Context: an optimization exercise on an open-source flow, tuned for small area, a short achievable clock period and few clock cycles per item. The choices shown serve that exercise and are no tape-out recipe.
No run shown here included a check of the RTL's function; only the layout flow was run.
Power and IR drop assume default switching activity.

==> flow/design.v, too long to show whole: its modules and the start of the top module <==
// module top_module: 2828 lines
// module fa_cell: 4 lines
module top_module(clk, reset, INIT, READY, DONE,
                  input_ram_en, input_ram_addr, input_ram_data,
                  filter_rom_en, filter_rom_addr, filter_rom_data,
                  conv_valid, conv_out);
  // ...
==> flow/run.sh <==
#!/bin/bash
# synth_recipe.tcl (not shown) runs the flow's synth.tcl, then flattens the netlist and writes it again
# the make line also repeats each setting of config.mk as NAME=value (left out here)
make -C /OpenROAD-flow-scripts/flow DESIGN_CONFIG=/design/flow/config.mk WORK_HOME=/design/flow/orfs CLKGATE_MAP_FILE= SYNTH_SCRIPT=/design/flow/synth_recipe.tcl finish
==> flow/config.mk <==
export PLATFORM = sky130hd
export DESIGN_NAME = top_module
export DESIGN_NICKNAME = top_module
export VERILOG_FILES = /design/flow/design.v
export SDC_FILE = /design/flow/constraint.sdc
export NUM_CORES = 4
export LEC_CHECK = 0
export CAP_MARGIN = 20
export CORE_MARGIN = 2
export CORE_UTILIZATION = 40
export PLACE_DENSITY = 0.6
export SETUP_SLACK_MARGIN = 3.0
export SLEW_MARGIN = 20
export SYNTH_HIERARCHICAL = 1
export SYNTH_MINIMUM_KEEP_SIZE = 0
==> flow/constraint.sdc <==
create_clock -name core_clock -period 6.0 [get_ports {clk}]
set_input_delay 1.2000 -clock core_clock [delete_from_list [all_inputs] [get_ports {clk}]]
set_output_delay 1.2000 -clock core_clock [all_outputs]
set_load 0.01 [all_outputs]
==> summary.md, run 1 <==
| Metric | Value |
|---|---|
| Area fraction in compound gates after synthesis | `1.83%` |
| Share of cell area taken by flip-flops and latches | `26.7%` |
| Number of warnings printed during yosys synthesis | `7` |
| Transition time at the pin with the least slew margin | `roughly 470 ps` |
| Multi-input combinational cell count | `1218` |
| Filler Cell Count | `4390` |
| Net Sw Power | `5.20 mW` |
| DRT iter0 DRCs | `745` |
| Top cell type's share of synthesized area | `48.6%` |
| Fraction of the core area covered by cells at the end of the flow | `48.4%` |
| Clock latency at the later pin of the worst-skew pair | `between 500 and 600 ps` |
| Clock H-tree levels | `2` |
| Inserted Clock Buffers | `37` |
| Number of remaining DRC errors | `0` |
| Inverter count | `35` |
| Capturing element type of the critical path | `register` |
| Post-Synthesis Mean Instance Area | `11.9 um2` |
| Flip-flop and latch count after synthesis | `317` |
| Most Crowded Layer GR | `met2` |
| Cells taking the most area after synthesis | `fa_1 49%, dfxtp_1 31%, nand2_1 9.9%, ha_1 2.5%, clkbuf_1 2.4%` |
| Final Cycle Share | `49.8%` |
| Clock sinks | `317` |
| Met1 routing resource usage after global routing | `between 20% and 30%` |
| Fraction of final layout cells sized beyond drive strength 1 | `12.6%` |
| Global-route track usage on met2 | `38.1%` |
| Post-Synth Adder-Cell Area | `51.2%` |
| Minimum clock period | `2990 ps` |
| Slew Limit Headroom | `68.5%` |
| Height of the die | `between 200 and 250 um` |
| Worst clock skew on the final layout | `19.6 ps` |
| Detailed route wirelength on metal2 | `27800 um` |
| Std-Cell Rows | `between 80 and 90` |
| Static power due to leakage | `8.87 nW` |
| Final cell count without fillers | `2496` |
| Result of the run | `timing/DRC/antenna clean` |
| Final slew viol count | `0` |
| CTS tree | `done` |
==> run 2, diff against run 1 <==
--- a/flow/design.v
+++ b/flow/design.v
@@ -37,34 +37,38 @@
         if (DONE) ready_q <= 1'b1;
     end
 end
 assign READY = ready_q;
 assign input_ram_en = rd_en;
 assign input_ram_addr = rd_addr;
 assign filter_rom_en = rd_en;
 assign filter_rom_addr = rd_addr[0];
-reg [4:0] vo_p;    
+reg [4:0] vo_p;
 reg [4:0] last_p;
 always @(posedge clk) begin
     if (!reset) begin
         vo_p <= 5'd0;
         last_p <= 5'd0;
     end else begin
         vo_p <= {vo_p[3:0], rd_en & rd_addr[0]};
         last_p <= {last_p[3:0], rd_en & rd_last};
     end
 end
 assign conv_valid = vo_p[4];
 assign DONE = last_p[4];
+reg [0:0] g_q;
+always @(posedge clk)
+    g_q <= {1{vo_p[2]}};
 reg [63:0] x_q, f_q;
 always @(posedge clk) begin
     x_q <= input_ram_data;
     f_q <= filter_rom_data;
 end
+reg [19:0] acc;
 wire p1;
 wire p2;
 wire p3;
 wire p4;
 wire p5;
 wire p6;
 wire p7;
 wire p8;
@@ -1527,16 +1531,84 @@
 wire s1580;
 wire c1581;
 wire s1582;
 wire c1583;
 wire s1584;
 wire c1585;
 wire s1586;
 wire c1587;
+wire a1620;
+wire a1621;
+wire a1622;
+wire a1623;
+wire a1624;
+wire a1625;
+wire a1626;
+wire a1627;
+wire a1628;
+wire a1629;
+wire a1630;
+wire a1631;
+wire a1632;
+wire a1633;
+wire a1634;
+wire a1635;
+wire a1636;
+wire a1637;
+wire a1638;
+wire a1639;
+wire s1640;
+wire c1641;
+wire s1642;
+wire c1643;
+wire s1644;
+wire c1645;
+wire s1646;
+wire c1647;
+wire s1648;
+wire c1649;
+wire s1650;
+wire c1651;
+wire s1652;
+wire c1653;
+wire s1654;
+wire c1655;
+wire s1656;
+wire c1657;
+wire s1658;
+wire c1659;
+wire s1660;
+wire c1661;
+wire s1662;
+wire c1663;
+wire s1664;
+wire c1665;
+wire s1666;
+wire c1667;
+wire s1668;
+wire c1669;
+wire s1670;
+wire c1671;
+wire s1672;
+wire c1673;
+wire s1674;
+wire c1675;
+wire s1676;
+wire c1677;
+wire s1678;
+wire c1679;
+wire s1680;
+wire c1681;
+wire s1682;
+wire c1683;
+wire s1684;
+wire c1685;
+wire s1686;
+wire c1687;
 assign p1 = ~(x_q[0] & f_q[0]);
 assign p2 = ~(x_q[0] & f_q[1]);
 assign p3 = ~(x_q[0] & f_q[2]);
 assign p4 = ~(x_q[0] & f_q[3]);
 assign p5 = ~(x_q[0] & f_q[4]);
 assign p6 = ~(x_q[0] & f_q[5]);
 assign p7 = ~(x_q[0] & f_q[6]);
 assign p8 = ~(x_q[0] & f_q[7]);
@@ -2436,397 +2508,443 @@
 fa_cell u_s1291 (.a(c1182), .b(c1184), .c(c1186), .s(s1291), .co(c1292));
 fa_cell u_s1293 (.a(s1187), .b(s1189), .c(s1191), .s(s1293), .co(c1294));
 fa_cell u_s1295 (.a(s1193), .b(s1045), .c(s1047), .s(s1295), .co(c1296));
 fa_cell u_s1297 (.a(c1188), .b(c1190), .c(c1192), .s(s1297), .co(c1298));
 fa_cell u_s1299 (.a(c1194), .b(s1195), .c(s1197), .s(s1299), .co(c1300));
 fa_cell u_s1301 (.a(c1196), .b(c1198), .c(c1200), .s(s1301), .co(c1302));
 fa_cell u_s1303 (.a(c1202), .b(s1203), .c(s1205), .s(s1303), .co(c1304));
 fa_cell u_s1305 (.a(c1204), .b(c1206), .c(s1207), .s(s1305), .co(c1306));
-fa_cell u_s1422 (.a(r1310), .b(r1311), .c(r1312), .s(s1422), .co(c1423));
-fa_cell u_s1424 (.a(r1313), .b(r1314), .c(r1315), .s(s1424), .co(c1425));
-fa_cell u_s1426 (.a(r1316), .b(r1317), .c(r1318), .s(s1426), .co(c1427));
-fa_cell u_s1428 (.a(r1319), .b(r1320), .c(r1321), .s(s1428), .co(c1429));
-fa_cell u_s1430 (.a(r1322), .b(r1323), .c(r1324), .s(s1430), .co(c1431));
-fa_cell u_s1432 (.a(r1325), .b(r1326), .c(r1327), .s(s1432), .co(c1433));
-fa_cell u_s1434 (.a(r1330), .b(r1331), .c(r1332), .s(s1434), .co(c1435));
-fa_cell u_s1436 (.a(r1333), .b(r1334), .c(r1335), .s(s1436), .co(c1437));
-fa_cell u_s1438 (.a(r1338), .b(r1339), .c(r1340), .s(s1438), .co(c1439));
-fa_cell u_s1440 (.a(r1341), .b(r1342), .c(r1343), .s(s1440), .co(c1441));
-fa_cell u_s1442 (.a(r1344), .b(r1345), .c(r1346), .s(s1442), .co(c1443));
-fa_cell u_s1444 (.a(r1349), .b(r1350), .c(r1351), .s(s1444), .co(c1445));
-fa_cell u_s1446 (.a(r1352), .b(r1353), .c(r1354), .s(s1446), .co(c1447));
-fa_cell u_s1448 (.a(r1355), .b(r1356), .c(r1357), .s(s1448), .co(c1449));
-fa_cell u_s1450 (.a(r1360), .b(r1361), .c(r1362), .s(s1450), .co(c1451));
-fa_cell u_s1452 (.a(r1363), .b(r1364), .c(r1365), .s(s1452), .co(c1453));
-fa_cell u_s1454 (.a(r1366), .b(r1367), .c(r1368), .s(s1454), .co(c1455));
-fa_cell u_s1456 (.a(r1369), .b(r1370), .c(r1371), .s(s1456), .co(c1457));
-fa_cell u_s1458 (.a(r1372), .b(r1373), .c(r1374), .s(s1458), .co(c1459));
-fa_cell u_s1460 (.a(r1375), .b(r1376), .c(r1377), .s(s1460), .co(c1461));
-fa_cell u_s1462 (.a(r1378), .b(r1379), .c(r1380), .s(s1462), .co(c1463));
-fa_cell u_s1464 (.a(r1383), .b(r1384), .c(r1385), .s(s1464), .co(c1465));
-fa_cell u_s1466 (.a(r1386), .b(r1387), .c(r1388), .s(s1466), .co(c1467));
-fa_cell u_s1468 (.a(r1389), .b(r1390), .c(r1391), .s(s1468), .co(c1469));
-fa_cell u_s1470 (.a(r1394), .b(r1395), .c(r1396), .s(s1470), .co(c1471));
-fa_cell u_s1472 (.a(r1397), .b(r1398), .c(r1399), .s(s1472), .co(c1473));
-fa_cell u_s1474 (.a(r1402), .b(r1403), .c(r1404), .s(s1474), .co(c1475));
-fa_cell u_s1476 (.a(r1405), .b(r1406), .c(r1407), .s(s1476), .co(c1477));
-fa_cell u_s1478 (.a(r1410), .b(r1411), .c(r1412), .s(s1478), .co(c1479));
-fa_cell u_s1480 (.a(r1415), .b(r1416), .c(r1417), .s(s1480), .co(c1481));
+fa_cell u_s1422 (.a(k1_1310), .b(k1_1311), .c(k1_1312), .s(s1422), .co(c1423));
+fa_cell u_s1424 (.a(k1_1313), .b(k1_1314), .c(k1_1315), .s(s1424), .co(c1425));
+fa_cell u_s1426 (.a(k1_1316), .b(k1_1317), .c(k1_1318), .s(s1426), .co(c1427));
+fa_cell u_s1428 (.a(k1_1319), .b(k1_1320), .c(k1_1321), .s(s1428), .co(c1429));
+fa_cell u_s1430 (.a(k1_1322), .b(k1_1323), .c(k1_1324), .s(s1430), .co(c1431));
+fa_cell u_s1432 (.a(k1_1325), .b(k1_1326), .c(k1_1327), .s(s1432), .co(c1433));
+fa_cell u_s1434 (.a(k1_1330), .b(k1_1331), .c(k1_1332), .s(s1434), .co(c1435));
+fa_cell u_s1436 (.a(k1_1333), .b(k1_1334), .c(k1_1335), .s(s1436), .co(c1437));
+fa_cell u_s1438 (.a(k1_1338), .b(k1_1339), .c(k1_1340), .s(s1438), .co(c1439));
+fa_cell u_s1440 (.a(k1_1341), .b(k1_1342), .c(k1_1343), .s(s1440), .co(c1441));
+fa_cell u_s1442 (.a(k1_1344), .b(k1_1345), .c(k1_1346), .s(s1442), .co(c1443));
+fa_cell u_s1444 (.a(k1_1349), .b(k1_1350), .c(k1_1351), .s(s1444), .co(c1445));
+fa_cell u_s1446 (.a(k1_1352), .b(k1_1353), .c(k1_1354), .s(s1446), .co(c1447));
+fa_cell u_s1448 (.a(k1_1355), .b(k1_1356), .c(k1_1357), .s(s1448), .co(c1449));
+fa_cell u_s1450 (.a(k1_1360), .b(k1_1361), .c(k1_1362), .s(s1450), .co(c1451));
+fa_cell u_s1452 (.a(k1_1363), .b(k1_1364), .c(k1_1365), .s(s1452), .co(c1453));
+fa_cell u_s1454 (.a(k1_1366), .b(k1_1367), .c(k1_1368), .s(s1454), .co(c1455));
+fa_cell u_s1456 (.a(k1_1369), .b(k1_1370), .c(k1_1371), .s(s1456), .co(c1457));
+fa_cell u_s1458 (.a(k1_1372), .b(k1_1373), .c(k1_1374), .s(s1458), .co(c1459));
+fa_cell u_s1460 (.a(k1_1375), .b(k1_1376), .c(k1_1377), .s(s1460), .co(c1461));
+fa_cell u_s1462 (.a(k1_1378), .b(k1_1379), .c(k1_1380), .s(s1462), .co(c1463));
+fa_cell u_s1464 (.a(k1_1383), .b(k1_1384), .c(k1_1385), .s(s1464), .co(c1465));
+fa_cell u_s1466 (.a(k1_1386), .b(k1_1387), .c(k1_1388), .s(s1466), .co(c1467));
+fa_cell u_s1468 (.a(k1_1389), .b(k1_1390), .c(k1_1391), .s(s1468), .co(c1469));
+fa_cell u_s1470 (.a(k1_1394), .b(k1_1395), .c(k1_1396), .s(s1470), .co(c1471));
+fa_cell u_s1472 (.a(k1_1397), .b(k1_1398), .c(k1_1399), .s(s1472), .co(c1473));
+fa_cell u_s1474 (.a(k1_1402), .b(k1_1403), .c(k1_1404), .s(s1474), .co(c1475));
+fa_cell u_s1476 (.a(k1_1405), .b(k1_1406), .c(k1_1407), .s(s1476), .co(c1477));
+fa_cell u_s1478 (.a(k1_1410), .b(k1_1411), .c(k1_1412), .s(s1478), .co(c1479));
+fa_cell u_s1480 (.a(k1_1415), .b(k1_1416), .c(k1_1417), .s(s1480), .co(c1481));
 fa_cell u_s1482 (.a(c1425), .b(s1426), .c(s1428), .s(s1482), .co(c1483));
 fa_cell u_s1484 (.a(c1427), .b(c1429), .c(s1430), .s(s1484), .co(c1485));
-fa_cell u_s1486 (.a(s1432), .b(r1328), .c(r1329), .s(s1486), .co(c1487));
+fa_cell u_s1486 (.a(s1432), .b(k1_1328), .c(k1_1329), .s(s1486), .co(c1487));
 fa_cell u_s1488 (.a(c1431), .b(c1433), .c(s1434), .s(s1488), .co(c1489));
-fa_cell u_s1490 (.a(s1436), .b(r1336), .c(r1337), .s(s1490), .co(c1491));
+fa_cell u_s1490 (.a(s1436), .b(k1_1336), .c(k1_1337), .s(s1490), .co(c1491));
 fa_cell u_s1492 (.a(c1435), .b(c1437), .c(s1438), .s(s1492), .co(c1493));
-fa_cell u_s1494 (.a(s1440), .b(s1442), .c(r1347), .s(s1494), .co(c1495));
+fa_cell u_s1494 (.a(s1440), .b(s1442), .c(k1_1347), .s(s1494), .co(c1495));
 fa_cell u_s1496 (.a(c1439), .b(c1441), .c(c1443), .s(s1496), .co(c1497));
 fa_cell u_s1498 (.a(s1444), .b(s1446), .c(s1448), .s(s1498), .co(c1499));
 fa_cell u_s1500 (.a(c1445), .b(c1447), .c(c1449), .s(s1500), .co(c1501));
 fa_cell u_s1502 (.a(s1450), .b(s1452), .c(s1454), .s(s1502), .co(c1503));
 fa_cell u_s1504 (.a(c1451), .b(c1453), .c(c1455), .s(s1504), .co(c1505));
 fa_cell u_s1506 (.a(c1457), .b(s1458), .c(s1460), .s(s1506), .co(c1507));
-fa_cell u_s1508 (.a(s1462), .b(r1381), .c(r1382), .s(s1508), .co(c1509));
+fa_cell u_s1508 (.a(s1462), .b(k1_1381), .c(k1_1382), .s(s1508), .co(c1509));
 fa_cell u_s1510 (.a(c1459), .b(c1461), .c(c1463), .s(s1510), .co(c1511));
 fa_cell u_s1512 (.a(s1464), .b(s1466), .c(s1468), .s(s1512), .co(c1513));
 fa_cell u_s1514 (.a(c1465), .b(c1467), .c(c1469), .s(s1514), .co(c1515));
-fa_cell u_s1516 (.a(s1470), .b(s1472), .c(r1400), .s(s1516), .co(c1517));
+fa_cell u_s1516 (.a(s1470), .b(s1472), .c(k1_1400), .s(s1516), .co(c1517));
 fa_cell u_s1518 (.a(c1471), .b(c1473), .c(s1474), .s(s1518), .co(c1519));
-fa_cell u_s1520 (.a(s1476), .b(r1408), .c(r1409), .s(s1520), .co(c1521));
+fa_cell u_s1520 (.a(s1476), .b(k1_1408), .c(k1_1409), .s(s1520), .co(c1521));
 fa_cell u_s1522 (.a(c1475), .b(c1477), .c(s1478), .s(s1522), .co(c1523));
-fa_cell u_s1524 (.a(c1479), .b(s1480), .c(r1418), .s(s1524), .co(c1525));
-fa_cell u_s1526 (.a(c1481), .b(r1420), .c(r1421), .s(s1526), .co(c1527));
+fa_cell u_s1524 (.a(c1479), .b(s1480), .c(k1_1418), .s(s1524), .co(c1525));
+fa_cell u_s1526 (.a(c1481), .b(k1_1420), .c(k1_1421), .s(s1526), .co(c1527));
 fa_cell u_s1528 (.a(c1483), .b(s1484), .c(s1486), .s(s1528), .co(c1529));
 fa_cell u_s1530 (.a(c1485), .b(c1487), .c(s1488), .s(s1530), .co(c1531));
 fa_cell u_s1532 (.a(c1489), .b(c1491), .c(s1492), .s(s1532), .co(c1533));
 fa_cell u_s1534 (.a(c1493), .b(c1495), .c(s1496), .s(s1534), .co(c1535));
-fa_cell u_s1536 (.a(s1498), .b(r1358), .c(r1359), .s(s1536), .co(c1537));
+fa_cell u_s1536 (.a(s1498), .b(k1_1358), .c(k1_1359), .s(s1536), .co(c1537));
 fa_cell u_s1538 (.a(c1497), .b(c1499), .c(s1500), .s(s1538), .co(c1539));
 fa_cell u_s1540 (.a(c1501), .b(c1503), .c(s1504), .s(s1540), .co(c1541));
 fa_cell u_s1542 (.a(c1505), .b(c1507), .c(c1509), .s(s1542), .co(c1543));
-fa_cell u_s1544 (.a(s1510), .b(s1512), .c(r1392), .s(s1544), .co(c1545));
+fa_cell u_s1544 (.a(s1510), .b(s1512), .c(k1_1392), .s(s1544), .co(c1545));
 fa_cell u_s1546 (.a(c1511), .b(c1513), .c(s1514), .s(s1546), .co(c1547));
 fa_cell u_s1548 (.a(c1515), .b(c1517), .c(s1518), .s(s1548), .co(c1549));
 fa_cell u_s1550 (.a(c1519), .b(c1521), .c(s1522), .s(s1550), .co(c1551));
-fa_cell u_s1552 (.a(c1523), .b(s1524), .c(r1419), .s(s1552), .co(c1553));
+fa_cell u_s1552 (.a(c1523), .b(s1524), .c(k1_1419), .s(s1552), .co(c1553));
 fa_cell u_s1554 (.a(c1529), .b(s1530), .c(s1490), .s(s1554), .co(c1555));
 fa_cell u_s1556 (.a(c1531), .b(s1532), .c(s1494), .s(s1556), .co(c1557));
 fa_cell u_s1558 (.a(c1533), .b(s1534), .c(s1536), .s(s1558), .co(c1559));
 fa_cell u_s1560 (.a(c1535), .b(c1537), .c(s1538), .s(s1560), .co(c1561));
 fa_cell u_s1562 (.a(c1539), .b(s1540), .c(s1506), .s(s1562), .co(c1563));
 fa_cell u_s1564 (.a(c1541), .b(s1542), .c(s1544), .s(s1564), .co(c1565));
 fa_cell u_s1566 (.a(c1543), .b(c1545), .c(s1546), .s(s1566), .co(c1567));
 fa_cell u_s1568 (.a(c1547), .b(s1548), .c(s1520), .s(s1568), .co(c1569));
-fa_cell u_s1570 (.a(c1549), .b(s1550), .c(r1413), .s(s1570), .co(c1571));
+fa_cell u_s1570 (.a(c1549), .b(s1550), .c(k1_1413), .s(s1570), .co(c1571));
 fa_cell u_s1572 (.a(c1553), .b(c1525), .c(s1526), .s(s1572), .co(c1573));
-fa_cell u_s1574 (.a(c1555), .b(s1556), .c(r1348), .s(s1574), .co(c1575));
+fa_cell u_s1574 (.a(c1555), .b(s1556), .c(k1_1348), .s(s1574), .co(c1575));
 fa_cell u_s1576 (.a(c1559), .b(s1560), .c(s1502), .s(s1576), .co(c1577));
 fa_cell u_s1578 (.a(c1561), .b(s1562), .c(s1508), .s(s1578), .co(c1579));
-fa_cell u_s1580 (.a(c1563), .b(s1564), .c(r1393), .s(s1580), .co(c1581));
+fa_cell u_s1580 (.a(c1563), .b(s1564), .c(k1_1393), .s(s1580), .co(c1581));
 fa_cell u_s1582 (.a(c1565), .b(s1566), .c(s1516), .s(s1582), .co(c1583));
-fa_cell u_s1584 (.a(c1569), .b(s1570), .c(r1414), .s(s1584), .co(c1585));
+fa_cell u_s1584 (.a(c1569), .b(s1570), .c(k1_1414), .s(s1584), .co(c1585));
 fa_cell u_s1586 (.a(c1571), .b(c1551), .c(s1552), .s(s1586), .co(c1587));
-reg r1307;
-reg r1308;
-reg r1309;
-reg r1310;
-reg r1311;
-reg r1312;
-reg r1313;
-reg r1314;
-reg r1315;
-reg r1316;
-reg r1317;
-reg r1318;
-reg r1319;
-reg r1320;
-reg r1321;
-reg r1322;
-reg r1323;
-reg r1324;
-reg r1325;
-reg r1326;
-reg r1327;
-reg r1328;
-reg r1329;
-reg r1330;
-reg r1331;
-reg r1332;
-reg r1333;
-reg r1334;
-reg r1335;
-reg r1336;
-reg r1337;
-reg r1338;
-reg r1339;
-reg r1340;
-reg r1341;
-reg r1342;
-reg r1343;
-reg r1344;
-reg r1345;
-reg r1346;
-reg r1347;
-reg r1348;
-reg r1349;
-reg r1350;
-reg r1351;
-reg r1352;
-reg r1353;
-reg r1354;
-reg r1355;
-reg r1356;
-reg r1357;
-reg r1358;
-reg r1359;
-reg r1360;
-reg r1361;
-reg r1362;
-reg r1363;
-reg r1364;
-reg r1365;
-reg r1366;
-reg r1367;
-reg r1368;
-reg r1369;
-reg r1370;
-reg r1371;
-reg r1372;
-reg r1373;
-reg r1374;
-reg r1375;
-reg r1376;
-reg r1377;
-reg r1378;
-reg r1379;
-reg r1380;
-reg r1381;
-reg r1382;
-reg r1383;
-reg r1384;
-reg r1385;
-reg r1386;
-reg r1387;
-reg r1388;
-reg r1389;
-reg r1390;
-reg r1391;
-reg r1392;
-reg r1393;
-reg r1394;
-reg r1395;
-reg r1396;
-reg r1397;
-reg r1398;
-reg r1399;
-reg r1400;
-reg r1401;
-reg r1402;
-reg r1403;
-reg r1404;
-reg r1405;
-reg r1406;
-reg r1407;
-reg r1408;
-reg r1409;
-reg r1410;
-reg r1411;
-reg r1412;
-reg r1413;
-reg r1414;
-reg r1415;
-reg r1416;
-reg r1417;
-reg r1418;
-reg r1419;
-reg r1420;
-reg r1421;
-reg r1588;
-reg r1589;
-reg r1590;
-reg r1591;
-reg r1592;
-reg r1593;
-reg r1594;
-reg r1595;
-reg r1596;
-reg r1597;
-reg r1598;
-reg r1599;
-reg r1600;
-reg r1601;
-reg r1602;
-reg r1603;
-reg r1604;
-reg r1605;
-reg r1606;
-reg r1607;
-reg r1608;
-reg r1609;
-reg r1610;
-reg r1611;
-reg r1612;
-reg r1613;
-reg r1614;
-reg r1615;
-reg r1616;
-reg r1617;
-reg r1618;
-reg r1619;
+assign a1620 = ~(acc[0] & g_q[0]);
+assign a1621 = ~(acc[1] & g_q[0]);
+assign a1622 = ~(acc[2] & g_q[0]);
+assign a1623 = ~(acc[3] & g_q[0]);
+assign a1624 = ~(acc[4] & g_q[0]);
+assign a1625 = ~(acc[5] & g_q[0]);
+assign a1626 = ~(acc[6] & g_q[0]);
+assign a1627 = ~(acc[7] & g_q[0]);
+assign a1628 = ~(acc[8] & g_q[0]);
+assign a1629 = ~(acc[9] & g_q[0]);
+assign a1630 = ~(acc[10] & g_q[0]);
+assign a1631 = ~(acc[11] & g_q[0]);
+assign a1632 = ~(acc[12] & g_q[0]);
+assign a1633 = ~(acc[13] & g_q[0]);
+assign a1634 = ~(acc[14] & g_q[0]);
+assign a1635 = ~(acc[15] & g_q[0]);
+assign a1636 = ~(acc[16] & g_q[0]);
+assign a1637 = ~(acc[17] & g_q[0]);
+assign a1638 = ~(acc[18] & g_q[0]);
+assign a1639 = ~(acc[19] & g_q[0]);
+fa_cell u_s1640 (.a(k2_1588), .b(k2_1589), .c(a1620), .s(s1640), .co(c1641));
+fa_cell u_s1642 (.a(k2_1592), .b(k2_1593), .c(a1623), .s(s1642), .co(c1643));
+fa_cell u_s1644 (.a(k2_1598), .b(k2_1599), .c(k2_1600), .s(s1644), .co(c1645));
+fa_cell u_s1646 (.a(k2_1601), .b(k2_1602), .c(a1629), .s(s1646), .co(c1647));
+fa_cell u_s1648 (.a(k2_1603), .b(k2_1604), .c(a1630), .s(s1648), .co(c1649));
+fa_cell u_s1650 (.a(k2_1605), .b(k2_1606), .c(a1631), .s(s1650), .co(c1651));
+fa_cell u_s1652 (.a(k2_1607), .b(k2_1608), .c(k2_1609), .s(s1652), .co(c1653));
+fa_cell u_s1654 (.a(k2_1610), .b(k2_1611), .c(k2_1612), .s(s1654), .co(c1655));
+fa_cell u_s1656 (.a(k2_1614), .b(k2_1615), .c(a1635), .s(s1656), .co(c1657));
+fa_cell u_s1658 (.a(k2_1616), .b(k2_1617), .c(a1636), .s(s1658), .co(c1659));
+fa_cell u_s1660 (.a(k2_1618), .b(k2_1619), .c(a1637), .s(s1660), .co(c1661));
+hai_cell u_s1662 (.a(c1641), .b(k2_1590), .s(s1662), .co(c1663));
+hai_cell u_s1664 (.a(k2_1591), .b(a1622), .s(s1664), .co(c1665));
+hai_cell u_s1666 (.a(c1643), .b(k2_1594), .s(s1666), .co(c1667));
+hai_cell u_s1668 (.a(k2_1595), .b(a1625), .s(s1668), .co(c1669));
+hai_cell u_s1670 (.a(k2_1596), .b(a1626), .s(s1670), .co(c1671));
+hai_cell u_s1672 (.a(k2_1597), .b(a1627), .s(s1672), .co(c1673));
+hai_cell u_s1674 (.a(s1644), .b(a1628), .s(s1674), .co(c1675));
+hai_cell u_s1676 (.a(c1645), .b(s1646), .s(s1676), .co(c1677));
+hai_cell u_s1678 (.a(c1647), .b(s1648), .s(s1678), .co(c1679));
+hai_cell u_s1680 (.a(c1649), .b(s1650), .s(s1680), .co(c1681));
+fa_cell u_s1682 (.a(c1651), .b(s1652), .c(a1632), .s(s1682), .co(c1683));
+fa_cell u_s1684 (.a(c1653), .b(s1654), .c(a1633), .s(s1684), .co(c1685));
+fa_cell u_s1686 (.a(c1655), .b(k2_1613), .c(a1634), .s(s1686), .co(c1687));
+reg k1_1307;
+reg k1_1308;
+reg k1_1309;
+reg k1_1310;
+reg k1_1311;
+reg k1_1312;
+reg k1_1313;
+reg k1_1314;
+reg k1_1315;
+reg k1_1316;
+reg k1_1317;
+reg k1_1318;
+reg k1_1319;
+reg k1_1320;
+reg k1_1321;
+reg k1_1322;
+reg k1_1323;
+reg k1_1324;
+reg k1_1325;
+reg k1_1326;
+reg k1_1327;
+reg k1_1328;
+reg k1_1329;
+reg k1_1330;
+reg k1_1331;
+reg k1_1332;
+reg k1_1333;
+reg k1_1334;
+reg k1_1335;
+reg k1_1336;
+reg k1_1337;
+reg k1_1338;
+reg k1_1339;
+reg k1_1340;
+reg k1_1341;
+reg k1_1342;
+reg k1_1343;
+reg k1_1344;
+reg k1_1345;
+reg k1_1346;
+reg k1_1347;
+reg k1_1348;
+reg k1_1349;
+reg k1_1350;
+reg k1_1351;
+reg k1_1352;
+reg k1_1353;
+reg k1_1354;
+reg k1_1355;
+reg k1_1356;
+reg k1_1357;
+reg k1_1358;
+reg k1_1359;
+reg k1_1360;
+reg k1_1361;
+reg k1_1362;
+reg k1_1363;
+reg k1_1364;
+reg k1_1365;
+reg k1_1366;
+reg k1_1367;
+reg k1_1368;
+reg k1_1369;
+reg k1_1370;
+reg k1_1371;
+reg k1_1372;
+reg k1_1373;
+reg k1_1374;
+reg k1_1375;
+reg k1_1376;
+reg k1_1377;
+reg k1_1378;
+reg k1_1379;
+reg k1_1380;
+reg k1_1381;
+reg k1_1382;
+reg k1_1383;
+reg k1_1384;
+reg k1_1385;
+reg k1_1386;
+reg k1_1387;
+reg k1_1388;
+reg k1_1389;
+reg k1_1390;
+reg k1_1391;
+reg k1_1392;
+reg k1_1393;
+reg k1_1394;
+reg k1_1395;
+reg k1_1396;
+reg k1_1397;
+reg k1_1398;
+reg k1_1399;
+reg k1_1400;
+reg k1_1401;
+reg k1_1402;
+reg k1_1403;
+reg k1_1404;
+reg k1_1405;
+reg k1_1406;
+reg k1_1407;
+reg k1_1408;
+reg k1_1409;
+reg k1_1410;
+reg k1_1411;
+reg k1_1412;
+reg k1_1413;
+reg k1_1414;
+reg k1_1415;
+reg k1_1416;
+reg k1_1417;
+reg k1_1418;
+reg k1_1419;
+reg k1_1420;
+reg k1_1421;
+reg k2_1588;
+reg k2_1589;
+reg k2_1590;
+reg k2_1591;
+reg k2_1592;
+reg k2_1593;
+reg k2_1594;
+reg k2_1595;
+reg k2_1596;
+reg k2_1597;
+reg k2_1598;
+reg k2_1599;
+reg k2_1600;
+reg k2_1601;
+reg k2_1602;
+reg k2_1603;
+reg k2_1604;
+reg k2_1605;
+reg k2_1606;
+reg k2_1607;
+reg k2_1608;
+reg k2_1609;
+reg k2_1610;
+reg k2_1611;
+reg k2_1612;
+reg k2_1613;
+reg k2_1614;
+reg k2_1615;
+reg k2_1616;
+reg k2_1617;
+reg k2_1618;
+reg k2_1619;
 always @(posedge clk) begin
-    r1307 <= s843;
-    r1308 <= p449;
-    r1309 <= s1209;
-    r1310 <= c1210;
-    r1311 <= s1211;
-    r1312 <= s541;
-    r1313 <= c1212;
-    r1314 <= s1213;
-    r1315 <= s1215;
-    r1316 <= c1214;
-    r1317 <= c1216;
-    r1318 <= s1217;
-    r1319 <= s1219;
-    r1320 <= s1221;
-    r1321 <= s883;
-    r1322 <= c1218;
-    r1323 <= c1220;
-    r1324 <= c1222;
-    r1325 <= s1223;
-    r1326 <= s1225;
-    r1327 <= s1227;
-    r1328 <= s1095;
-    r1329 <= s619;
-    r1330 <= c1224;
-    r1331 <= c1226;
-    r1332 <= c1228;
-    r1333 <= s1229;
-    r1334 <= s1231;
-    r1335 <= s1233;
-    r1336 <= s1235;
-    r1337 <= s1109;
-    r1338 <= c1230;
-    r1339 <= c1232;
-    r1340 <= c1234;
-    r1341 <= c1236;
-    r1342 <= s1237;
-    r1343 <= s1239;
-    r1344 <= s1241;
-    r1345 <= s1243;
-    r1346 <= s1245;
-    r1347 <= s951;
-    r1348 <= p505;
-    r1349 <= c1238;
-    r1350 <= c1240;
-    r1351 <= c1242;
-    r1352 <= c1244;
-    r1353 <= c1246;
-    r1354 <= s1247;
-    r1355 <= s1249;
-    r1356 <= s1251;
-    r1357 <= s1253;
-    r1358 <= s1255;
-    r1359 <= s1257;
-    r1360 <= c1248;
-    r1361 <= c1250;
-    r1362 <= c1252;
-    r1363 <= c1254;
-    r1364 <= c1256;
-    r1365 <= c1258;
-    r1366 <= s1259;
-    r1367 <= s1261;
-    r1368 <= s1263;
-    r1369 <= s1265;
-    r1370 <= s1267;
-    r1371 <= s1269;
-    r1372 <= c1260;
-    r1373 <= c1262;
-    r1374 <= c1264;
-    r1375 <= c1266;
-    r1376 <= c1268;
-    r1377 <= c1270;
-    r1378 <= s1271;
-    r1379 <= s1273;
-    r1380 <= s1275;
-    r1381 <= s1277;
-    r1382 <= s1279;
-    r1383 <= c1272;
-    r1384 <= c1274;
-    r1385 <= c1276;
-    r1386 <= c1278;
-    r1387 <= c1280;
-    r1388 <= s1281;
-    r1389 <= s1283;
-    r1390 <= s1285;
-    r1391 <= s1287;
-    r1392 <= s1185;
-    r1393 <= p509;
-    r1394 <= c1282;
-    r1395 <= c1284;
-    r1396 <= c1286;
-    r1397 <= c1288;
-    r1398 <= s1289;
-    r1399 <= s1291;
-    r1400 <= s1293;
-    r1401 <= s1295;
-    r1402 <= c1290;
-    r1403 <= c1292;
-    r1404 <= c1294;
-    r1405 <= c1296;
-    r1406 <= s1297;
-    r1407 <= s1299;
-    r1408 <= s1199;
-    r1409 <= s1201;
-    r1410 <= c1298;
-    r1411 <= c1300;
-    r1412 <= s1301;
-    r1413 <= s1303;
-    r1414 <= s1061;
-    r1415 <= c1302;
-    r1416 <= c1304;
-    r1417 <= s1305;
-    r1418 <= c840;
-    r1419 <= c842;
-    r1420 <= c1306;
-    r1421 <= c1208;
-    r1588 <= r1307;
-    r1589 <= r1308;
-    r1590 <= r1309;
-    r1591 <= s1422;
-    r1592 <= c1423;
-    r1593 <= s1424;
-    r1594 <= s1482;
-    r1595 <= s1528;
-    r1596 <= s1554;
-    r1597 <= s1574;
-    r1598 <= c1575;
-    r1599 <= c1557;
-    r1600 <= s1558;
-    r1601 <= s1576;
-    r1602 <= s1456;
-    r1603 <= c1577;
-    r1604 <= s1578;
-    r1605 <= c1579;
-    r1606 <= s1580;
-    r1607 <= c1581;
-    r1608 <= s1582;
-    r1609 <= r1401;
-    r1610 <= c1583;
-    r1611 <= c1567;
-    r1612 <= s1568;
-    r1613 <= s1584;
-    r1614 <= c1585;
-    r1615 <= s1586;
-    r1616 <= c1587;
-    r1617 <= s1572;
-    r1618 <= c1573;
-    r1619 <= c1527;
+    k1_1307 <= s843;
+    k1_1308 <= p449;
+    k1_1309 <= s1209;
+    k1_1310 <= c1210;
+    k1_1311 <= s1211;
+    k1_1312 <= s541;
+    k1_1313 <= c1212;
+    k1_1314 <= s1213;
+    k1_1315 <= s1215;
+    k1_1316 <= c1214;
+    k1_1317 <= c1216;
+    k1_1318 <= s1217;
+    k1_1319 <= s1219;
+    k1_1320 <= s1221;
+    k1_1321 <= s883;
+    k1_1322 <= c1218;
+    k1_1323 <= c1220;
+    k1_1324 <= c1222;
+    k1_1325 <= s1223;
+    k1_1326 <= s1225;
+    k1_1327 <= s1227;
+    k1_1328 <= s1095;
+    k1_1329 <= s619;
+    k1_1330 <= c1224;
+    k1_1331 <= c1226;
+    k1_1332 <= c1228;
+    k1_1333 <= s1229;
+    k1_1334 <= s1231;
+    k1_1335 <= s1233;
+    k1_1336 <= s1235;
+    k1_1337 <= s1109;
+    k1_1338 <= c1230;
+    k1_1339 <= c1232;
+    k1_1340 <= c1234;
+    k1_1341 <= c1236;
+    k1_1342 <= s1237;
+    k1_1343 <= s1239;
+    k1_1344 <= s1241;
+    k1_1345 <= s1243;
+    k1_1346 <= s1245;
+    k1_1347 <= s951;
+    k1_1348 <= p505;
+    k1_1349 <= c1238;
+    k1_1350 <= c1240;
+    k1_1351 <= c1242;
+    k1_1352 <= c1244;
+    k1_1353 <= c1246;
+    k1_1354 <= s1247;
+    k1_1355 <= s1249;
+    k1_1356 <= s1251;
+    k1_1357 <= s1253;
+    k1_1358 <= s1255;
+    k1_1359 <= s1257;
+    k1_1360 <= c1248;
+    k1_1361 <= c1250;
+    k1_1362 <= c1252;
+    k1_1363 <= c1254;
+    k1_1364 <= c1256;
+    k1_1365 <= c1258;
+    k1_1366 <= s1259;
+    k1_1367 <= s1261;
+    k1_1368 <= s1263;
+    k1_1369 <= s1265;
+    k1_1370 <= s1267;
+    k1_1371 <= s1269;
+    k1_1372 <= c1260;
+    k1_1373 <= c1262;
+    k1_1374 <= c1264;
+    k1_1375 <= c1266;
+    k1_1376 <= c1268;
+    k1_1377 <= c1270;
+    k1_1378 <= s1271;
+    k1_1379 <= s1273;
+    k1_1380 <= s1275;
+    k1_1381 <= s1277;
+    k1_1382 <= s1279;
+    k1_1383 <= c1272;
+    k1_1384 <= c1274;
+    k1_1385 <= c1276;
+    k1_1386 <= c1278;
+    k1_1387 <= c1280;
+    k1_1388 <= s1281;
+    k1_1389 <= s1283;
+    k1_1390 <= s1285;
+    k1_1391 <= s1287;
+    k1_1392 <= s1185;
+    k1_1393 <= p509;
+    k1_1394 <= c1282;
+    k1_1395 <= c1284;
+    k1_1396 <= c1286;
+    k1_1397 <= c1288;
+    k1_1398 <= s1289;
+    k1_1399 <= s1291;
+    k1_1400 <= s1293;
+    k1_1401 <= s1295;
+    k1_1402 <= c1290;
+    k1_1403 <= c1292;
+    k1_1404 <= c1294;
+    k1_1405 <= c1296;
+    k1_1406 <= s1297;
+    k1_1407 <= s1299;
+    k1_1408 <= s1199;
+    k1_1409 <= s1201;
+    k1_1410 <= c1298;
+    k1_1411 <= c1300;
+    k1_1412 <= s1301;
+    k1_1413 <= s1303;
+    k1_1414 <= s1061;
+    k1_1415 <= c1302;
+    k1_1416 <= c1304;
+    k1_1417 <= s1305;
+    k1_1418 <= c840;
+    k1_1419 <= c842;
+    k1_1420 <= c1306;
+    k1_1421 <= c1208;
+    k2_1588 <= k1_1307;
+    k2_1589 <= k1_1308;
+    k2_1590 <= k1_1309;
+    k2_1591 <= s1422;
+    k2_1592 <= c1423;
+    k2_1593 <= s1424;
+    k2_1594 <= s1482;
+    k2_1595 <= s1528;
+    k2_1596 <= s1554;
+    k2_1597 <= s1574;
+    k2_1598 <= c1575;
+    k2_1599 <= c1557;
+    k2_1600 <= s1558;
+    k2_1601 <= s1576;
+    k2_1602 <= s1456;
+    k2_1603 <= c1577;
+    k2_1604 <= s1578;
+    k2_1605 <= c1579;
+    k2_1606 <= s1580;
+    k2_1607 <= c1581;
+    k2_1608 <= s1582;
+    k2_1609 <= k1_1401;
+    k2_1610 <= c1583;
+    k2_1611 <= c1567;
+    k2_1612 <= s1568;
+    k2_1613 <= s1584;
+    k2_1614 <= c1585;
+    k2_1615 <= s1586;
+    k2_1616 <= c1587;
+    k2_1617 <= s1572;
+    k2_1618 <= c1573;
+    k2_1619 <= c1527;
 end
-reg [19:0] acc;
-wire [19:0] acc_in = acc & {20{vo_p[3]}};
 always @(posedge clk)
-    acc <= acc_in + {1'b0, 1'b0, ~r1618, ~r1616, ~r1614, ~r1613, ~r1610, ~r1607, ~r1605, ~r1603, ~r1601, ~r1598, ~r1597, ~r1596, ~r1595, ~r1594, ~r1592, ~r1591, ~r1590, ~r1588} + {1'b0, 1'b0, ~r1619, ~r1617, ~r1615, 1'b0, ~r1611, ~r1608, ~r1606, ~r1604, ~r1602, ~r1599, 1'b0, 1'b0, 1'b0, 1'b0, ~r1593, 1'b0, 1'b0, ~r1589} + {1'b0, 1'b0, 1'b0, 1'b0, 1'b0, 1'b0, ~r1612, ~r1609, 1'b0, 1'b0, 1'b0, ~r1600, 1'b0, 1'b0, 1'b0, 1'b0, 1'b0, 1'b0, 1'b0, 1'b0};
-assign conv_out = acc[19:0];
+    acc <= ~({a1639, c1661, c1659, c1657, s1656, s1686, s1684, s1682, s1680, s1678, s1676, s1674, s1672, s1670, s1668, s1666, s1642, s1664, s1662, s1640} + {1'b1, a1638, s1660, s1658, c1687, c1685, c1683, c1681, c1679, c1677, c1675, c1673, c1671, c1669, c1667, a1624, c1665, c1663, a1621, 1'b1} + 20'd1);
+assign conv_out = acc;
 endmodule
 module fa_cell(input a, input b, input c, output s, output co);
 assign s = a ^ b ^ c;
 assign co = (a & b) | (a & c) | (b & c);
 endmodule
+module hai_cell(input a, input b, output s, output co);
+assign s = ~(a ^ b);
+assign co = a | b;
+endmodule
==> flow/config.mk (replaced) <==
export PLATFORM = sky130hd
export DESIGN_NAME = top_module
export DESIGN_NICKNAME = top_module
export VERILOG_FILES = /design/flow/design.v
export SDC_FILE = /design/flow/constraint.sdc
export NUM_CORES = 4
export LEC_CHECK = 0
export CAP_MARGIN = 20
export CORE_MARGIN = 2
export CORE_UTILIZATION = 40
export PLACE_DENSITY = 0.6
export SETUP_SLACK_MARGIN = 3.4
export SLEW_MARGIN = 20
export SYNTH_HIERARCHICAL = 1
export SYNTH_MINIMUM_KEEP_SIZE = 0
==> summary.md, run 2 <==
| Metric | Value |
|---|---|
| Worst Hold Class | `register to register (unchanged)` |
| Clock sinks | `318 (was 317)` |
| Synthesized instance count | `1692 (was 1706)` |
| Summed instance area of the synthesized netlist | `0.0202 mm2 (was 0.0204 mm2)` |
| Half-perimeter wire length of the detailed placement result | `48100 um (was 46600 um)` |
| RSZ-0062 raised after global routing | `true (unchanged)` |
| Final net count | `2488 (was 2465)` |
| WL final | `57600 um (was 54900 um)` |
| Height of the die | `229 um (was 230 um)` |
| Slew Limit Headroom | `76.9% (was 68.5%)` |
| Starting utilization of the core area | `40.4% (was 40.6%)` |
| Drt pass-1 iters | `5 (unchanged)` |
| Minimum clock period | `2970 ps (was 2990 ps)` |
| Commonest non-fill, non-tap cell in the layout | `nand2_1 (unchanged)` |
| Mapped Nets | `2348 (was 2373)` |
| Routability congestion estimate | `0.925 (was 0.909)` |
| Synth async-reset ratio | `0% (unchanged)` |
| Inserted Clock Buffers | `38 (was 37)` |
| Top cell type's share of synthesized area | `49.1% (was 48.6%)` |
| Via count normalized by instance count | `4.99 (was 5.00)` |
| Post-synthesis sequential area ratio | `31.5% (was 31.2%)` |
| Fmax | `0.337 GHz (was 0.335 GHz)` |
| Max Fanout on Critical Path | `1 (was 5)` |
| Total of buffers placed on input and output ports | `166 (unchanged)` |
| Largest net degree at the start of global routing | `14 (was 15)` |
| Number of remaining DRC errors | `0 (unchanged)` |
| Floorplan die width | `229 um (was 230 um)` |
| Flip-flop and latch count after synthesis | `318 (was 317)` |
| Post-DRT Antenna Nets | `0 (unchanged)` |
| Required time worst endpoint | `6420 ps (was 6430 ps)` |
| Fraction of the core area covered by cells at the end of the flow | `51.7% (was 48.4%)` |
| Maximum clock insertion buffer count | `3 (unchanged)` |
| Average wire per cell in the routed design | `22.7 um (was 22.0 um)` |
| Clock H-tree levels | `2 (unchanged)` |
| Initial antenna violation count | `2 (was 1)` |
| CTS tree | `done (unchanged)` |
| Global route overflow | `0 (unchanged)` |
| Cells taking the most area after synthesis | `fa_1 49%, dfxtp_1 32%, nand2_1 10%, clkbuf_1 2.4%, ha_1 1.9% (was fa_1 49%, dfxtp_1 31%, nand2_1 9.9%, ha_1 2.5%, clkbuf_1 2.4%)` |
| Final-report hold violation count | `0 (unchanged)` |
| Library cell occupying the most area in the post-synthesis netlist | `fa_1 (unchanged)` |
| Diodes inserted | `0 (unchanged)` |
| Result of the run | `timing/DRC/antenna clean (unchanged)` |
| Floorplan core area | `0.0500 mm2 (was 0.0502 mm2)` |
| Critical Path Source Type | `register (unchanged)` |
| Die Outline Area | `0.0523 mm2 (was 0.0527 mm2)` |
| Capturing element type of the critical path | `register (unchanged)` |
| Sum of negative setup slack | `0 ps (unchanged)` |
| Commonest cells in the synthesized netlist | `548 x nand2_1, 495 x fa_1, 318 x dfxtp_1 (was 539 x nand2_1, 495 x fa_1, 317 x dfxtp_1)` |
| Primary flip-flop cell chosen by synthesis mapping | `dfxtp_1 (unchanged)` |
| EDFF count, synth | `0 (unchanged)` |
| Filler Cell Count | `4275 (was 4390)` |
| Final Cycle Share | `49.5% (was 49.8%)` |
| Count of vias placed by the detailed router | `12600 (was 12500)` |
| Clock latency at the later pin of the worst-skew pair | `560 ps (was 570 ps)` |
| Power density normalized to cell area | `556 mW/mm2 (was 535 mW/mm2)` |
| Global-route wire length before repair | `86800 um (was 85200 um)` |
| Worst clock skew on the final layout | `24.9 ps (was 19.6 ps)` |
| Number of maximum-capacitance violations | `0 (unchanged)` |
| Netlist cell types | `39 (was 38)` |
| Fraction of final layout cells sized beyond drive strength 1 | `34.9% (was 12.6%)` |
| Syn-to-layout area delta | `27.9% (was 19.1%)` |
| Final slew viol count | `0 (unchanged)` |
| Number of hold-repair buffers added at the cts stage | `0 (unchanged)` |
| Clock slew at reported path FFs | `60 ps (about the same)` |
| Std-Cell Rows | `82 (unchanged)` |
| Peak VDD IR | `391 uV (was 343 uV)` |
| Critical path class | `register to register (unchanged)` |
| Ports | `167 (unchanged)` |
| DRT iter0 DRCs | `876 (was 745)` |
| Registers with the most flip-flops | `f_q x64, x_q x64, acc x20 (unchanged)` |
| Cell with the most instances after synthesis | `nand2_1 (unchanged)` |
| Transition time at the pin with the least slew margin | `346 ps (was 472 ps)` |
| Post-Synthesis Mean Instance Area | `11.9 um2 (about the same)` |
| CTS root buffer | `clkbuf_16 (unchanged)` |
| Number of failing setup endpoints in the final timing report | `0 (unchanged)` |
| Number of global-route vias before repair | `14600 (was 14800)` |
| Number of warnings printed during yosys synthesis | `7 (unchanged)` |
| Static power due to leakage | `9.19 nW (was 8.87 nW)` |
| GRT Total Usage | `22.5% (was 21.7%)` |
| Leading cell types in the layout, fill and taps excluded | `449 x nand2_1, 265 x fa_1, 230 x fa_2 (was 538 x nand2_1, 485 x fa_1, 221 x dfxtp_1)` |
| Arrival time at the worst endpoint | `3380 ps (was 3420 ps)` |
[run 2: cell types whose count changed after synthesis, sizes merged, moves of 3 or more]
| cell | previous run | this run |
|---|---|---|
| a21oi | 18 | 14 |
| and2 | 21 | 10 |
| ha | 41 | 30 |
| inv | 35 | 46 |
| nand2 | 539 | 548 |
| nor2 | 19 | 16 |
| o211ai | 5 | 1 |
[run 2: report_power, final]
part           internal, mW  switching, mW  leakage [nW]
clock                  1.40          0.935         0.630
combinational          4.30           4.37          5.85
sequential             2.89          0.456          2.71
total                  8.60           5.76          9.19
[run 2: routing by layer]
metal	global-route usage, %	routed length (um)
met1	26.2	21700
met2	40.4	29500
met3	5.99	4380
met4	7.01	2030
met5	0	13
[run 2: path summary, 6_finish.rpt]
check          start  cells after the start  slack [ps]       to
min          k1_1309                      0         320  k2_1590
max          k1_1412                      5        3030  k2_1613
min reg2reg  k1_1309                      0         320  k2_1590
max reg2reg  k1_1412                      5        3030  k2_1613
[run 2: Yosys stat by module (local to each module, per instance)]
module	cells	flops+latches
top_module	1148	318
hai_cell	5	0
fa_cell	1	0
[run 2: per-stage QoR]
stage / hold slack, ps / setup WS, ps / instances / cell area (um2) / total power, mW
final: 324 / 3030 / 2531 / 25800 / 14.4
after global routing: 327 / 3000 / 2531 / 25800 / 15.7
after CTS: 326 / 3040 / 2488 / 24800 / 14.0
after detailed placement: 312 / 2840 / 2396 / 22300 / 11.1
after global placement: 314 / 2890 / 2396 / 22300 / 10.8
after floorplan: 310 / 3180 / 1692 / 21100 / 8.55
[run 2: final cells by class]
type,count,area (um2),area share (%)
Timing Repair Buffer,234,2280,8.82
Tap cell,672,841,3.26
Inverter,46,175,0.679
Clock buffer,47,1030,4.01
Sequential cell,318,6870,26.6
Clock inverter,20,229,0.887
Multi-Input combinational cell,1194,14400,55.8
[run 2: kinds of logic (layout without fill, tap and decap cells)]
family | after synthesis | after routing | share of synthesized area (%)
compound gates | 45 | 45 | 1.48
fa+ha+maj | 525 | 525 | 51.0
xor+xnor | 24 | 24 | 1.04
flops | 318 | 318 | 31.5
buf+inv | 180 | 347 | 3.39
simple gates | 600 | 600 | 11.6
[run 2: what timing repair did]
item,4_1_cts,5_1_grt
endpoints found under the setup margin,160,100
gates resized for setup,491,210
buffers inserted,25,43
pin swaps,136,157
[run 2: worst max-delay path, cell delays in order (launching register included)]
cell and delay [ps]:
dfxtp_1 320, fa_1 520, fa_1 550, fa_1 440, fa_2 570, fa_1 420

## separate check: timing with driven ports
The results above use ideal ports. As a check the final layouts listed here were re-extracted and re-timed, cells and wires unchanged. Step 1: set_driving_cell puts a clkbuf_16 on clk and a buf_2 on each other input, an assumption about the parent block. Step 2 moves the port delays by t, midway between the first and last clock arrival at a register: inputs arrive t later, outputs are due t later. That takes back most of the time a late clock gives input paths. Three values: ideal, step 1, step 2; two values: the first two.
run	t (ns)	setup slack, ns	worst setup path after step 2	latest minus earliest clock arrival (ns)	worst slew at a driven data input, ns
run 1	0.613	3.011 / 3.011 / 3.011	register to register	0.023 / 0.023	0.06
run 2	0.607	3.031 / 3.031 / 3.031	register to register	0.024 / 0.025	0.05
After both steps setup and hold are still met in every run listed.
